Source: an optimization exercise on an open RTL-to-GDS flow (aim: a short achievable clock period and few clock cycles). Production flows keep margins and buffers that such runs may drop. RTL that was checked went through simulation tests only; none was proved equivalent to the original. Power figures rest on the tool's default switching activity, not on a simulated workload.

Design MIPSProcessor, start of the top module:
module MIPSProcessor (
    input    wire               clk, rst,
    output   wire    [31:0]     imem_addr,
    input    wire    [31:0]     imem_rdata,
    output   wire    [31:0]     dmem_addr,
    output   wire    [31:0]     dmem_wdata,
    output   wire               dmem_we,
    input    wire    [31:0]     dmem_rdata
);
Size in the first run: ~6700 cells after synthesis, about 1600 flip-flops, about 160 I/O pins.
==> flow/config.mk <==
export PLATFORM = sky130hd
export DESIGN_NAME = MIPSProcessor
export DESIGN_NICKNAME = MIPSProcessor
export VERILOG_FILES = /design/flow/design.v
export SDC_FILE = /design/flow/constraint.sdc
export NUM_CORES = 8
export LEC_CHECK = 0
export ABC_CLOCK_PERIOD_IN_PS = 3000
export CAP_MARGIN = 20
export CELL_PAD_IN_SITES_DETAIL_PLACEMENT = 0
export CELL_PAD_IN_SITES_GLOBAL_PLACEMENT = 0
export CORE_MARGIN = 2
export CORE_UTILIZATION = 50
export CTS_BUF_LIST = sky130_fd_sc_hd__clkbuf_16
export CTS_CLUSTER_DIAMETER = 120
export CTS_CLUSTER_SIZE = 20
export SETUP_SLACK_MARGIN = 5
export SLEW_MARGIN = 20
==> flow/constraint.sdc <==
create_clock -name core_clock -period 12.0 [get_ports {clk}]
set_input_delay 2.4000 -clock core_clock [delete_from_list [all_inputs] [get_ports {clk}]]
set_output_delay 2.4000 -clock core_clock [all_outputs]
set_load 0.01 [all_outputs]
standard.sh (not shown) runs the stock make flow with config.mk's settings and CLKGATE_MAP_FILE= SYNTH_SCRIPT=/design/flow/synth_recipe.tcl, a recipe that flattens the netlist after the stock synthesis.
==> flow/flow/run.sh <==
#!/bin/bash
# The standard layout, with timing repair aiming past the 12 ns clock:
# repair_timing treats any path with less than SETUP_SLACK_MARGIN of slack
# as failing, so it keeps sizing and buffering the longest paths.
set -euo pipefail
bash standard.sh SETUP_SLACK_MARGIN=8.3 finish > standard_flow.log 2>&1
The starting point produced a clean layout.
Testbench counts at the start, summed over its fixed seeds: cycles 37,178.
Change:
Settings changed: CORE_UTILIZATION 50 to 55, CTS_CLUSTER_DIAMETER 120 to 100, CTS_CLUSTER_SIZE 20 to 25.
Final cell count drops by 2.3%.
Global-route usage is higher by 4.0 points.
Clock-buffer cell count drops by 11.
Routed wire length rose by 2.2%.
First-iteration DRC count went up by 1.3%.
Change:
--- a/flow/flow/run.sh
+++ b/flow/flow/run.sh
@@ -5,2 +5,2 @@
 set -euo pipefail
-bash standard.sh SETUP_SLACK_MARGIN=8.3 finish > standard_flow.log 2>&1
+bash standard.sh SETUP_SLACK_MARGIN=8.6 finish > standard_flow.log 2>&1
Settings changed: CORE_UTILIZATION 55 to 50.
Non-clock buffer count went up by 249.
Power went up slightly.
Synthesized area does not change.
Wire length went up by a few percent.


== build 60 ==
Another version of the RTL of MIPSProcessor (not shown whole).
Size: ~6600 cells after synthesis, about 1700 flip-flops, roughly 90000 µm² of cells after synthesis.
==> flow/config.mk <==
export PLATFORM = sky130hd
export DESIGN_NAME = MIPSProcessor
export DESIGN_NICKNAME = MIPSProcessor
export VERILOG_FILES = /design/flow/design.v
export SDC_FILE = /design/flow/constraint.sdc
export NUM_CORES = 8
export LEC_CHECK = 0
export ABC_CLOCK_PERIOD_IN_PS = 3000
export CAP_MARGIN = 20
export CELL_PAD_IN_SITES_DETAIL_PLACEMENT = 1
export CELL_PAD_IN_SITES_GLOBAL_PLACEMENT = 1
export CORE_MARGIN = 2
export CORE_UTILIZATION = 50
export CTS_BUF_LIST = sky130_fd_sc_hd__clkbuf_16
export CTS_CLUSTER_DIAMETER = 100
export CTS_CLUSTER_SIZE = 25
export SETUP_SLACK_MARGIN = 5
export SLEW_MARGIN = 20
==> flow/constraint.sdc <==
create_clock -name core_clock -period 12.0 [get_ports {clk}]
set_input_delay 2.4000 -clock core_clock [delete_from_list [all_inputs] [get_ports {clk}]]
set_output_delay 2.4000 -clock core_clock [all_outputs]
set_load 0.01 [all_outputs]
==> flow/flow/run.sh <==
#!/bin/bash
# The standard layout, with timing repair aiming past the 12 ns clock:
# repair_timing treats any path with less than SETUP_SLACK_MARGIN of slack
# as failing, so it keeps sizing and buffering the longest paths.
set -euo pipefail
bash standard.sh SETUP_SLACK_MARGIN=8.3 finish > standard_flow.log 2>&1
Here is what was changed in the inputs of build 23 compared with build 60.
- ABC_CLOCK_PERIOD_IN_PS now 1000, was 3000
==> flow/flow/run.sh <==
#!/bin/bash
# The standard layout, with two changes:
# - timing repair aims past the 12 ns clock: repair_timing treats any path
#   with less than SETUP_SLACK_MARGIN of slack as failing, so it keeps
#   sizing and buffering the longest paths;
# - no full/half adder cells (ADDER_MAP_FILE empty): the multiplier's
#   carry-save tree is mapped to plain gates, which are faster here.
# Registers are untouched: synthesis is otherwise the standard flow's own.
set -euo pipefail
bash standard.sh SETUP_SLACK_MARGIN=8.3 ADDER_MAP_FILE= finish > standard_flow.log 2>&1
Of build 23 and build 60, the run reporting the lower global-route usage was build 23.
The effective utilization at floorplan number comes out lower for build 23 vs build 60.
The via count reported for build 23 is higher than the one for build 60.
Going from build 60 to build 23, the cell area was found to have gone up by 2500 µm².
Build 60 ended up with mulRowsM[121] as its start point of the critical path; build 23 ended up with mulRowsM[68].
## Diff of input files: build 73 against build 23
- ABC_CLOCK_PERIOD_IN_PS changed from 1000 to 2000
## What came out
As far as non-clock buffer count goes, build 23 and build 73 are indistinguishable; the numbers are identical. Diff build 73..build 23 | cell count | unchanged. As far as synthesized-area fraction occupied by adder cells goes, build 73 and build 23 are indistinguishable; the numbers are identical. Build 23 -> build 73: area of all placed cells without fillers delta 0, exact match. Routed metal-1 wirelength: build 23 vs build 73 identical. Critical path required time of build 23 is on par with build 73. Diff build 23..build 73 | share of cells above drive strength 1 | unchanged. Count of clock-buffer cells in the layout came out exactly the same in build 73 and build 23. On total wire length, build 73 and build 23 are neck and neck.
Function was not checked in any run of this note: the RTL went through the layout flow alone.


MIPSProcessor with an RTL version that a note above also has.
For scale: about 6,700 cells after synthesis, ~1,600 flip-flops, roughly 89,000 µm² of cells after synthesis.
Design MIPSProcessor, start of the top module:
module MIPSProcessor (
    input    wire               clk, rst,
    output   wire    [31:0]     imem_addr,
    input    wire    [31:0]     imem_rdata,
    output   wire    [31:0]     dmem_addr,
    output   wire    [31:0]     dmem_wdata,
    output   wire               dmem_we,
    input    wire    [31:0]     dmem_rdata
);
localparam MULW = 100;
localparam OP_R    = 6'b000000,
           OP_ADDI = 6'b001000,
           OP_LW   = 6'b100011,
           OP_SW   = 6'b101011,
           OP_BEQ  = 6'b000100,
           OP_J    = 6'b000010;
reg  [31:0] pcF;
reg         vD;
reg  [31:0] irD;
reg  [31:0] pc4D;
reg         wenE, ldE, eldE, mulE, swE, brE;
reg  [4:0]  dstE;
reg  [1:0]  aluE;                
reg  [31:0] opAE, opBE, sdE, tgtE;
reg         fAME, fBME, fSME, fSXE;
reg  [31:0] mAE, mBE;
reg         mfAME, mfBME;
reg         wenM, ldM, mulM, weM;
reg  [4:0]  dstM;
reg  [31:0] resM, sdM, addrM;
reg         wenW;
reg  [4:0]  dstW;
reg  [31:0] resW;
reg  [31:0] rf [0:31];
reg  [31:0] rfv;
wire        stallD, redirE;
wire [31:0] instF = imem_rdata;
wire        jF    = (instF[31:26] == OP_J);
wire [31:0] pc4F  = pcF + 32'd4;
wire [8:0]  btLo  = {1'b0, pc4F[9:2]} + {1'b0, instF[7:0]};
wire        bsF   = (instF[31:26] == OP_BEQ) & (instF[25:21] == instF[20:16]) &
                    (instF[15:8] == 8'd0) & ~btLo[8];
wire [31:0] btF   = {pc4F[31:10], btLo[7:0], pc4F[1:0]};
assign imem_addr = pcF;
wire [31:0] resMnext;
wire [5:0]  opD  = irD[31:26];
wire [5:0]  fnD  = irD[5:0];
wire [4:0]  rsD  = irD[25:21];
wire [4:0]  rtD  = irD[20:16];
wire [4:0]  rdD  = irD[15:11];
wire [31:0] immD = {{16{irD[15]}}, irD[15:0]};
wire isR   = (opD == OP_R);
wire isAdi = (opD == OP_ADDI);
wire isLw  = (opD == OP_LW);
wire isSw  = (opD == OP_SW);
wire isBeq = (opD == OP_BEQ);
wire [4:0] dstD  = isR ? rdD : rtD;
wire       wenD  = vD & (isR | isAdi | isLw) & (dstD != 5'd0);
wire       useRs = vD & (isR | isAdi | isLw | isSw | isBeq) & (rsD != 5'd0);
wire       useRt = vD & (isR | isSw | isBeq) & (rtD != 5'd0);
wire       useImm = isAdi | isLw | isSw;
wire       mulD  = isR & (fnD == 6'b011100);
wire [1:0] aluD  = (isR & (fnD == 6'b100010)) ? 2'd1 :
                   (isR & (fnD == 6'b101010)) ? 2'd2 : 2'd0;
wire [31:0] tgtD = pc4D + {immD[29:0], 2'b00};
wire memE = ldE | swE;
wire eldD = isLw & (rsD == 5'd0) & ~memE;
wire esD  = vD & isSw & (rsD == 5'd0) & ~memE &
  ...
==> flow/config.mk <==
export PLATFORM = sky130hd
export DESIGN_NAME = MIPSProcessor
export DESIGN_NICKNAME = MIPSProcessor
export VERILOG_FILES = /design/flow/design.v
export SDC_FILE = /design/flow/constraint.sdc
export NUM_CORES = 8
export LEC_CHECK = 0
export ABC_CLOCK_PERIOD_IN_PS = 3000
export CAP_MARGIN = 20
export CELL_PAD_IN_SITES_DETAIL_PLACEMENT = 0
export CELL_PAD_IN_SITES_GLOBAL_PLACEMENT = 0
export CORE_MARGIN = 2
export CORE_UTILIZATION = 50
export CTS_BUF_LIST = sky130_fd_sc_hd__clkbuf_16
export CTS_CLUSTER_DIAMETER = 100
export CTS_CLUSTER_SIZE = 25
export GPL_ROUTABILITY_DRIVEN = 0
export SETUP_SLACK_MARGIN = 5
export SLEW_MARGIN = 20
==> flow/constraint.sdc <==
create_clock -name core_clock -period 12.0 [get_ports {clk}]
set_input_delay 2.4000 -clock core_clock [delete_from_list [all_inputs] [get_ports {clk}]]
set_output_delay 2.4000 -clock core_clock [all_outputs]
set_load 0.01 [all_outputs]
==> flow/flow/run.sh <==
#!/bin/bash
# The standard layout, with timing repair aiming past the 12 ns clock:
# repair_timing treats any path with less than SETUP_SLACK_MARGIN of slack
# as failing, so it keeps sizing and buffering the longest paths.
set -euo pipefail
bash standard.sh SETUP_SLACK_MARGIN=8.3 finish > standard_flow.log 2>&1
The starting point completed with no timing, DRC or antenna violations.
Testbench counts at the start, summed over its fixed seeds: cycles 37,178.
Then changed:
--- a/flow/config.mk
+++ b/flow/config.mk
@@ -9,6 +9,6 @@
 export CAP_MARGIN = 20
-export CELL_PAD_IN_SITES_DETAIL_PLACEMENT = 0
-export CELL_PAD_IN_SITES_GLOBAL_PLACEMENT = 0
+export CELL_PAD_IN_SITES_DETAIL_PLACEMENT = 1
+export CELL_PAD_IN_SITES_GLOBAL_PLACEMENT = 1
 export CORE_MARGIN = 2
-export CORE_UTILIZATION = 50
+export CORE_UTILIZATION = 55
 export CTS_BUF_LIST = sky130_fd_sc_hd__clkbuf_16
@@ -16,3 +16,2 @@
 export CTS_CLUSTER_SIZE = 25
-export GPL_ROUTABILITY_DRIVEN = 0
 export SETUP_SLACK_MARGIN = 5
Flip-flop and latch count stays the same.
Final area climbs by about 0.34%.
Sequential power drops by about 0.6%.
Wire length is higher by about 11%.
Count of clock-buffer cells in the layout does not change.
Register-to-register slack is worse by 0.05 ns.
Setup slack degrades by 0.046 ns.
Core utilization rose by 6.0 points.
Then changed:
--- a/flow/config.mk
+++ b/flow/config.mk
@@ -9,4 +9,4 @@
 export CAP_MARGIN = 20
-export CELL_PAD_IN_SITES_DETAIL_PLACEMENT = 1
-export CELL_PAD_IN_SITES_GLOBAL_PLACEMENT = 1
+export CELL_PAD_IN_SITES_DETAIL_PLACEMENT = 0
+export CELL_PAD_IN_SITES_GLOBAL_PLACEMENT = 0
 export CORE_MARGIN = 2
@@ -14,4 +14,4 @@
 export CTS_BUF_LIST = sky130_fd_sc_hd__clkbuf_16
-export CTS_CLUSTER_DIAMETER = 100
-export CTS_CLUSTER_SIZE = 25
+export CTS_CLUSTER_DIAMETER = 120
+export CTS_CLUSTER_SIZE = 20
 export SETUP_SLACK_MARGIN = 5
Outcome: Hold slack gets worse by 0.010 ns; final area came out lower by 1.3%; sequential share of layout area came out higher by 0.56 points; utilization came out lower by 0.85 points; global-route usage came out lower by 2.8 points; routed wire length came out lower by 8.4%; fmax barely changes; setup slack hardly moves; total power came out higher by 0.81%; clock-buffer cell count came out higher by 13; die area is unchanged.
Then changed:
--- a/flow/config.mk
+++ b/flow/config.mk
@@ -9,9 +9,9 @@
 export CAP_MARGIN = 20
-export CELL_PAD_IN_SITES_DETAIL_PLACEMENT = 0
-export CELL_PAD_IN_SITES_GLOBAL_PLACEMENT = 0
+export CELL_PAD_IN_SITES_DETAIL_PLACEMENT = 1
+export CELL_PAD_IN_SITES_GLOBAL_PLACEMENT = 1
 export CORE_MARGIN = 2
-export CORE_UTILIZATION = 55
+export CORE_UTILIZATION = 60
 export CTS_BUF_LIST = sky130_fd_sc_hd__clkbuf_16
-export CTS_CLUSTER_DIAMETER = 120
-export CTS_CLUSTER_SIZE = 20
+export CTS_CLUSTER_DIAMETER = 100
+export CTS_CLUSTER_SIZE = 25
 export SETUP_SLACK_MARGIN = 5
Outcome:
- non-clock buffer count rose by 58
- maximum frequency fell slightly
- global-route usage rose by 6.2 points
- cell area rose slightly
Then changed:
--- a/flow/config.mk
+++ b/flow/config.mk
@@ -9,4 +9,4 @@
 export CAP_MARGIN = 20
-export CELL_PAD_IN_SITES_DETAIL_PLACEMENT = 1
-export CELL_PAD_IN_SITES_GLOBAL_PLACEMENT = 1
+export CELL_PAD_IN_SITES_DETAIL_PLACEMENT = 0
+export CELL_PAD_IN_SITES_GLOBAL_PLACEMENT = 0
 export CORE_MARGIN = 2
@@ -14,4 +14,4 @@
 export CTS_BUF_LIST = sky130_fd_sc_hd__clkbuf_16
-export CTS_CLUSTER_DIAMETER = 100
-export CTS_CLUSTER_SIZE = 25
+export CTS_CLUSTER_DIAMETER = 120
+export CTS_CLUSTER_SIZE = 20
 export SETUP_SLACK_MARGIN = 5
The new run went through all stages and came out clean. Clock skew fell by 0.029 ns. Global-route usage fell by 3.6 points. Combinational power fell by about 8%. Sequential share of layout area rose by 0.38 points. Synthesized area stays the same. Wire length fell by about 12%. Critical path depth is unchanged.
Then changed:
--- a/flow/config.mk
+++ b/flow/config.mk
@@ -9,9 +9,9 @@
 export CAP_MARGIN = 20
-export CELL_PAD_IN_SITES_DETAIL_PLACEMENT = 0
-export CELL_PAD_IN_SITES_GLOBAL_PLACEMENT = 0
+export CELL_PAD_IN_SITES_DETAIL_PLACEMENT = 1
+export CELL_PAD_IN_SITES_GLOBAL_PLACEMENT = 1
 export CORE_MARGIN = 2
-export CORE_UTILIZATION = 60
+export CORE_UTILIZATION = 50
 export CTS_BUF_LIST = sky130_fd_sc_hd__clkbuf_16
-export CTS_CLUSTER_DIAMETER = 120
-export CTS_CLUSTER_SIZE = 20
+export CTS_CLUSTER_DIAMETER = 100
+export CTS_CLUSTER_SIZE = 25
 export SETUP_SLACK_MARGIN = 5
- clock power is about the same
- sequential power barely changes
- register-to-register slack is better by 0.11 ns
- cell area climbs by 2.0%
- setup slack is better by 0.014 ns
- wire length climbs by 9.6%
- critical path depth drops by 7

[afterwards: timing with drivers on the ports]
How much do the figures lean on ideal ports? The routed layouts below were timed once more, with nothing changed but the port constraints. Step 1 assumes that a clkbuf_16 drives the clock port and a buf_2 every other input. Step 2 adds t to the input delays and takes it off the output delays; t is the mean of the earliest and latest rising clock arrival at the registers after step 1. Input paths then give back, and output paths get back, about the clock's delay inside the block. Three values: ideal, step 1, step 2; two values: the first two.
run | shift t [ns] | setup WS [ns] | worst setup path after step 2 | latest minus earliest clock arrival (ns) | slew at the worst register clock pin (ns)
the first run of note 1 | 0.846 | 8.039 / 8.097 / 7.251 | input to register | 0.058 / 0.058 | 0.10 / 0.10
the second run of note 1 | 0.801 | 8.119 / 8.119 / 7.400 | input to register | 0.053 / 0.053 | 0.11 / 0.11
the third run of note 1 | 0.832 | 7.901 / 7.901 / 7.343 | input to register | 0.040 / 0.040 | 0.11 / 0.11
build 60 | 0.859 | 7.450 / 7.450 / 7.211 | input to register | 0.055 / 0.055 | 0.12 / 0.12
build 23 | 0.863 | 7.279 / 7.279 / 6.596 | input to register | 0.055 / 0.055 | 0.11 / 0.11
build 73 | 0.863 | 7.279 / 7.279 / 6.596 | input to register | 0.055 / 0.055 | 0.11 / 0.11
the first run of note 3 | 0.835 | 8.180 / 8.155 / 7.376 | input to register | 0.062 / 0.062 | 0.11 / 0.11
the second run of note 3 | 0.843 | 8.133 / 8.133 / 7.373 | input to register | 0.080 / 0.080 | 0.11 / 0.11
the third run of note 3 | 0.843 | 8.133 / 8.133 / 7.391 | input to register | 0.054 / 0.053 | 0.10 / 0.10
the fourth run of note 3 | 0.843 | 8.063 / 8.063 / 7.317 | input to register | 0.061 / 0.060 | 0.12 / 0.12
the fifth run of note 3 | 0.835 | 7.967 / 7.967 / 7.349 | input to register | 0.034 / 0.034 | 0.10 / 0.10
the sixth run of note 3 | 0.863 | 7.981 / 8.045 / 7.182 | input to register | 0.048 / 0.047 | 0.11 / 0.11
After both steps every run listed still meets setup and hold. The setup slack of the first run of note 3, which loses most, moves by -0.025 ns with the drivers and by -0.804 ns with both steps.
